This is an optimization exercise on Yosys and OpenROAD, whose aim is small area, a short achievable clock period and few clock cycles per item, not a production implementation.
At most, simulation tests tie the RTL to the original design; equivalence was not proved.
Power figures rest on the tool's default switching activity, not on a simulated workload.

==> flow/design.v <==
`timescale 1ns / 1ps
module memoryModule #(
	parameter ramWidth = 8,
	parameter addrSize = 8) (
	input clk, rst, isIndirect,
	input [1:0] cntrl,
	input [addrSize-1:0] addr,
	input [ramWidth-1:0] dataIn,
	output [ramWidth-1:0] dataOut,
	output dataReady
	);
	reg ph;                  
	reg [15:0] ptrH, ptrL;   
	wire [7:0] rdata;
	wire startInd = cntrl[1] & isIndirect & ~ph;
	assign dataReady = cntrl[1] & (ph | ~isIndirect);
	assign dataOut = rdata;
	wire we = cntrl == 2'b11 && (ph || !isIndirect);
	wire [7:0] wdata = rst ? 8'd0 : we ? dataIn : rdata;
	wire [7:0] lt = addr & {8{~ph}};
	wire [7:0] lf = ~addr & {8{~ph}};
	wire [15:0] H, L;
	genvar g, b;
	generate
		for (g = 0; g < 16; g = g + 1) begin : dec
			g_a41o uh (.a1(g[3] ? lt[7] : lf[7]), .a2(g[2] ? lt[6] : lf[6]),
			           .a3(g[1] ? lt[5] : lf[5]), .a4(g[0] ? lt[4] : lf[4]),
			           .b1(ptrH[g]), .y(H[g]));
			g_a41o ul (.a1(g[3] ? lt[3] : lf[3]), .a2(g[2] ? lt[2] : lf[2]),
			           .a3(g[1] ? lt[1] : lf[1]), .a4(g[0] ? lt[0] : lf[0]),
			           .b1(ptrL[g]), .y(L[g]));
		end
	endgenerate
	wire [255:0] row;
	wire [2047:0] words;
	generate
		for (g = 0; g < 256; g = g + 1) begin : word
			reg [7:0] q;
			g_a21o ur (.a1(H[g/16]), .a2(L[g%16]), .b1(rst), .y(row[g]));
			assign words[g*8 +: 8] = q;
			always @(posedge clk)
				if (row[g]) q <= wdata;
		end
	endgenerate
	generate
		for (b = 0; b < 8; b = b + 1) begin : rbit
			wire [15:0] sa, sb, t;
			wire [7:0] s3;
			wire [3:0] s4;
			for (g = 0; g < 16; g = g + 1) begin : grp
				g_ao8 ua (.r(L[7:0]),
				          .q({words[(16*g+7)*8+b], words[(16*g+6)*8+b], words[(16*g+5)*8+b], words[(16*g+4)*8+b],
				              words[(16*g+3)*8+b], words[(16*g+2)*8+b], words[(16*g+1)*8+b], words[(16*g)*8+b]}),
				          .y(sa[g]));
				g_ao8 ub (.r(L[15:8]),
				          .q({words[(16*g+15)*8+b], words[(16*g+14)*8+b], words[(16*g+13)*8+b], words[(16*g+12)*8+b],
				              words[(16*g+11)*8+b], words[(16*g+10)*8+b], words[(16*g+9)*8+b], words[(16*g+8)*8+b]}),
				          .y(sb[g]));
				g_o21ai uo (.a1(sa[g]), .a2(sb[g]), .b1(H[g]), .y(t[g]));
			end
			for (g = 0; g < 8; g = g + 1) begin : t3
				g_nand2 u (.a(t[2*g]), .b(t[2*g+1]), .y(s3[g]));
			end
			for (g = 0; g < 4; g = g + 1) begin : t4
				g_nor2 u (.a(s3[2*g]), .b(s3[2*g+1]), .y(s4[g]));
			end
			g_nand4 t5 (.a(s4[0]), .b(s4[1]), .c(s4[2]), .d(s4[3]), .y(rdata[b]));
		end
	endgenerate
	integer m;
	always @(posedge clk) begin
		if (rst) ph <= 1'b0;
		else ph <= startInd;
		for (m = 0; m < 16; m = m + 1) begin
			ptrH[m] <= ~rst & startInd & (rdata[7:4] == m);
			ptrL[m] <= ~rst & startInd & (rdata[3:0] == m);
		end
	end
endmodule
module g_a41o (input a1, a2, a3, a4, b1, output y);
	assign y = (a1 & a2 & a3 & a4) | b1;
endmodule
module g_a21o (input a1, a2, b1, output y);
	assign y = (a1 & a2) | b1;
endmodule
module g_ao8 (input [7:0] r, input [7:0] q, output y);
	assign y = ~(~((r[0] & q[0]) | (r[1] & q[1])) & ~((r[2] & q[2]) | (r[3] & q[3])) &
	             ~((r[4] & q[4]) | (r[5] & q[5])) & ~((r[6] & q[6]) | (r[7] & q[7])));
endmodule
module g_o21ai (input a1, a2, b1, output y);
	assign y = ~((a1 | a2) & b1);
endmodule
module g_nand4 (input a, b, c, d, output y);
	assign y = ~(a & b & c & d);
endmodule
module g_nand2 (input a, b, output y);
	assign y = ~(a & b);
endmodule
module g_nor2 (input a, b, output y);
	assign y = ~(a | b);
endmodule
export LEC_CHECK = 0
export CAP_MARGIN = 20
export CORE_MARGIN = 2
export CORE_UTILIZATION = 60
export CTS_CLUSTER_DIAMETER = 80
export CTS_CLUSTER_SIZE = 28
export GPL_TIMING_DRIVEN = 0
export SETUP_SLACK_MARGIN = 1.0
export SLEW_MARGIN = 20
export SYNTH_HIERARCHICAL = 1
export SYNTH_MINIMUM_KEEP_SIZE = 0
export TNS_END_PERCENT = 5
create_clock -name core_clock -period 6.0 [get_ports {clk}]
standard.sh (not shown) runs the stock make flow with config.mk's settings and CLKGATE_MAP_FILE= SYNTH_SCRIPT=/design/flow/synth_recipe.tcl, a recipe that flattens the netlist after the stock synthesis.
==> flow/flow/run.sh <==
#!/bin/bash
# Standard layout, with the ports buffered by plain buffers (buf_4, which the
# resizer may size up or down within the buf footprint) instead of the delay
# cells buffer_ports picks by default.
set -euo pipefail
bash standard.sh "BUFFER_PORTS_ARGS=-buffer_cell sky130_fd_sc_hd__buf_4" finish > standard.log 2>&1
The first run completed without violations.
Testbench counts at the start, summed over its fixed seeds: cycles 7,680, items 6,400.
Edit:
==> flow/design.v (replaced) <==
`timescale 1ns / 1ps
module memoryModule #(
	parameter ramWidth = 8,
	parameter addrSize = 8) (
	input clk, rst, isIndirect,
	input [1:0] cntrl,
	input [addrSize-1:0] addr,
	input [ramWidth-1:0] dataIn,
	output [ramWidth-1:0] dataOut,
	output dataReady
	);
	reg ph;                  
	reg [15:0] ptrH, ptrL;   
	wire [7:0] rdata;
	wire startInd = cntrl[1] & isIndirect & ~ph;
	assign dataReady = cntrl[1] & (ph | ~isIndirect);
	assign dataOut = rdata;
	wire we = cntrl == 2'b11 && (ph || !isIndirect);
	wire [7:0] wdata = rst ? 8'd0 : we ? dataIn : rdata;
	wire [7:0] lt = addr & {8{~ph}};
	wire [7:0] lf = ~addr & {8{~ph}};
	wire [15:0] Hn, Ln;
	genvar g, b;
	generate
		for (g = 0; g < 16; g = g + 1) begin : dec
			g_a41oi uh (.a1(g[3] ? lt[7] : lf[7]), .a2(g[2] ? lt[6] : lf[6]),
			            .a3(g[1] ? lt[5] : lf[5]), .a4(g[0] ? lt[4] : lf[4]),
			            .b1(ptrH[g]), .y(Hn[g]));
			g_a41oi ul (.a1(g[3] ? lt[3] : lf[3]), .a2(g[2] ? lt[2] : lf[2]),
			            .a3(g[1] ? lt[1] : lf[1]), .a4(g[0] ? lt[0] : lf[0]),
			            .b1(ptrL[g]), .y(Ln[g]));
		end
	endgenerate
	wire [255:0] row;
	wire [2047:0] words;
	generate
		for (g = 0; g < 256; g = g + 1) begin : word
			reg [7:0] q;
			g_o21ai ur (.a1(Hn[g/16]), .a2(Ln[g%16]), .b1(~rst), .y(row[g]));
			assign words[g*8 +: 8] = q;
			always @(posedge clk)
				if (row[g]) q <= wdata;
		end
	endgenerate
	generate
		for (b = 0; b < 8; b = b + 1) begin : rbit
			wire [31:0] s1;
			wire [15:0] s2;
			wire [3:0] s3;
			wire [1:0] s4;
			for (g = 0; g < 32; g = g + 1) begin : t1
				g_ao8 u (.r(row[8*g +: 8]),
				         .q({words[(8*g+7)*8+b], words[(8*g+6)*8+b], words[(8*g+5)*8+b], words[(8*g+4)*8+b],
				             words[(8*g+3)*8+b], words[(8*g+2)*8+b], words[(8*g+1)*8+b], words[(8*g)*8+b]}),
				         .y(s1[g]));
			end
			for (g = 0; g < 16; g = g + 1) begin : t2
				g_nor2 u (.a(s1[2*g]), .b(s1[2*g+1]), .y(s2[g]));
			end
			for (g = 0; g < 4; g = g + 1) begin : t3
				g_nand4 u (.a(s2[4*g]), .b(s2[4*g+1]), .c(s2[4*g+2]), .d(s2[4*g+3]), .y(s3[g]));
			end
			g_nor2 t4a (.a(s3[0]), .b(s3[1]), .y(s4[0]));
			g_nor2 t4b (.a(s3[2]), .b(s3[3]), .y(s4[1]));
			g_nand2 t5 (.a(s4[0]), .b(s4[1]), .y(rdata[b]));
		end
	endgenerate
	integer m;
	always @(posedge clk) begin
		if (rst) ph <= 1'b0;
		else ph <= startInd;
		for (m = 0; m < 16; m = m + 1) begin
			ptrH[m] <= ~rst & startInd & (rdata[7:4] == m);
			ptrL[m] <= ~rst & startInd & (rdata[3:0] == m);
		end
	end
endmodule
module g_a41oi (input a1, a2, a3, a4, b1, output y);
	assign y = ~((a1 & a2 & a3 & a4) | b1);
endmodule
module g_ao8 (input [7:0] r, input [7:0] q, output y);
	assign y = ~(~((r[0] & q[0]) | (r[1] & q[1])) & ~((r[2] & q[2]) | (r[3] & q[3])) &
	             ~((r[4] & q[4]) | (r[5] & q[5])) & ~((r[6] & q[6]) | (r[7] & q[7])));
endmodule
module g_o21ai (input a1, a2, b1, output y);
	assign y = ~((a1 | a2) & b1);
endmodule
module g_nand4 (input a, b, c, d, output y);
	assign y = ~(a & b & c & d);
endmodule
module g_nand2 (input a, b, output y);
	assign y = ~(a & b);
endmodule
module g_nor2 (input a, b, output y);
	assign y = ~(a | b);
endmodule
Core utilization went up by 3.7 points.
Clock power drops by about 1%.
Final area increases by about 5%.
Non-clock buffer count grows by 295.
Setup slack loses 250 ps.
Worst hold slack is worse by 13 ps.
Die area shrinks by about 1%.
Global-route usage is lower by 2.6 points.
Testbench counts after the change, summed over its fixed seeds: cycles 7,680, items 6,400.


memoryModule, a different RTL version from the one above (not shown whole).
Size: about 3,800 cells after synthesis, about 2,100 flip-flops, about 30 I/O pins, about 0.080 mm^2 of cells after synthesis.
==> module memoryModule, before the edit <==
module memoryModule #(
	parameter ramWidth = 8,
	parameter addrSize = 8) (
	input clk, rst, isIndirect,
	input [1:0] cntrl,
	input [addrSize-1:0] addr,
	input [ramWidth-1:0] dataIn,
	output [ramWidth-1:0] dataOut,
	output dataReady
	);
	reg ph;                        
	reg [addrSize-1:0] ptr;        
	wire [addrSize-1:0] eff = ph ? ptr : addr;
	wire [ramWidth-1:0] rdata;
	assign dataReady = cntrl[1] & (ph | ~isIndirect);
	assign dataOut = rdata;
	wire we = rst | (cntrl == 2'b11 && (ph || !isIndirect));
	wire [ramWidth-1:0] wdata = rst ? {ramWidth{1'b0}} : dataIn;
	wire [ramWidth*(2**addrSize)-1:0] words;
	genvar g;
	generate
		for (g = 0; g < 2**addrSize; g = g + 1) begin : word
			reg [ramWidth-1:0] q;
			assign words[g*ramWidth +: ramWidth] = q;
			always @(posedge clk)
				if (rst || (we && eff == g)) q <= wdata;
		end
	endgenerate
	assign rdata = words[eff*ramWidth +: ramWidth];
	always @(posedge clk) begin
		if (rst) ph <= 1'b0;
		else ph <= cntrl[1] & isIndirect & ~ph;
		if (!ph) ptr <= rdata;
	end
endmodule
clock: 6.0 ns
lec_check: 0
abc_clock_period_in_ps: 4000
cap_margin: 20
core_margin: 2
core_utilization: 60
setup_slack_margin: 1.5
slew_margin: 20
run.sh (not shown) runs the stock make flow with config.mk's settings and CLKGATE_MAP_FILE= SYNTH_SCRIPT=/design/flow/synth_recipe.tcl, a recipe that flattens the netlist after the stock synthesis.
Stock flow here: none of the scripts above is used.
Testbench counts at the start, summed over its fixed seeds: cycles 7,680, items 6,400.
Change:
--- a/flow/design.v
+++ b/flow/design.v
@@ -22,14 +22,28 @@
 	generate
 		for (g = 0; g < 2**addrSize; g = g + 1) begin : word
 			reg [ramWidth-1:0] q;
 			assign words[g*ramWidth +: ramWidth] = q;
 			always @(posedge clk)
-				if (rst || (we && eff == g)) q <= wdata;
+				if (rst || (we && row[g])) q <= wdata;
 		end
 	endgenerate
-	assign rdata = words[eff*ramWidth +: ramWidth];
+	wire [2**addrSize-1:0] row;
+	wire [ramWidth*(2**addrSize)-1:0] masked;
+	generate
+		for (g = 0; g < 2**addrSize; g = g + 1) begin : sel
+			assign row[g] = (eff == g);
+			assign masked[g*ramWidth +: ramWidth] = words[g*ramWidth +: ramWidth] & {ramWidth{row[g]}};
+		end
+	endgenerate
+	integer k;
+	reg [ramWidth-1:0] acc;
+	always @* begin
+		acc = {ramWidth{1'b0}};
+		for (k = 0; k < 2**addrSize; k = k + 1) acc = acc | masked[k*ramWidth +: ramWidth];
+	end
+	assign rdata = acc;
 	always @(posedge clk) begin
 		if (rst) ph <= 1'b0;
 		else ph <= cntrl[1] & isIndirect & ~ph;
 		if (!ph) ptr <= rdata;
 	end
Outcome:
- This time the run completed and failed the layout checks on negative setup slack
- die area fell by 0.91%
- fmax came out lower by 9.5%
- clock skew went up by 32 ps
- critical path depth grows by 1
- setup slack is worse by 580 ps
- wire length is higher by 76%
- power is lower by 0.85%
- design area goes up by 7.0%
For the second run of this note, only the layout was checked, not whether the RTL still works.

[port drivers added, routing unchanged]
The results above use ideal ports. As a check the final layouts listed here were re-extracted and re-timed, cells and wires unchanged.
Step 1 assumes that a clkbuf_16 drives the clock port and a buf_2 every other input.
Step 2 times the ports against the registers' clock, not the clock port: input delays grow and output delays shrink by t, the midpoint of the rising clock arrivals with the driver on.
a / b / c = ideal / step 1 / step 2; a / b = the first two.
run | t, ns | setup slack, ns | worst setup path at the end | worst register clock-pin slew, ns
the first run of note 1 | 0.789 | 0.885 / 0.801 / 0.276 | input to register | 0.11 / 0.11
the second run of note 1 | 0.782 | 0.633 / 0.523 / -0.026 | input to register | 0.11 / 0.11
the first run of note 2 | 0.885 | 0.445 / 0.384 / 0.417 | input to output | 0.07 / 0.07
the second run of note 2 | 0.950 | -0.136 / -0.222 / -0.154 | input to output | 0.07 / 0.07
Met with ideal ports but missed after step 2: setup timing in the second run of note 1. For the second run of note 1, which loses most, drivers alone change the setup slack by -0.110 ns; drivers and shift together by -0.659 ns.
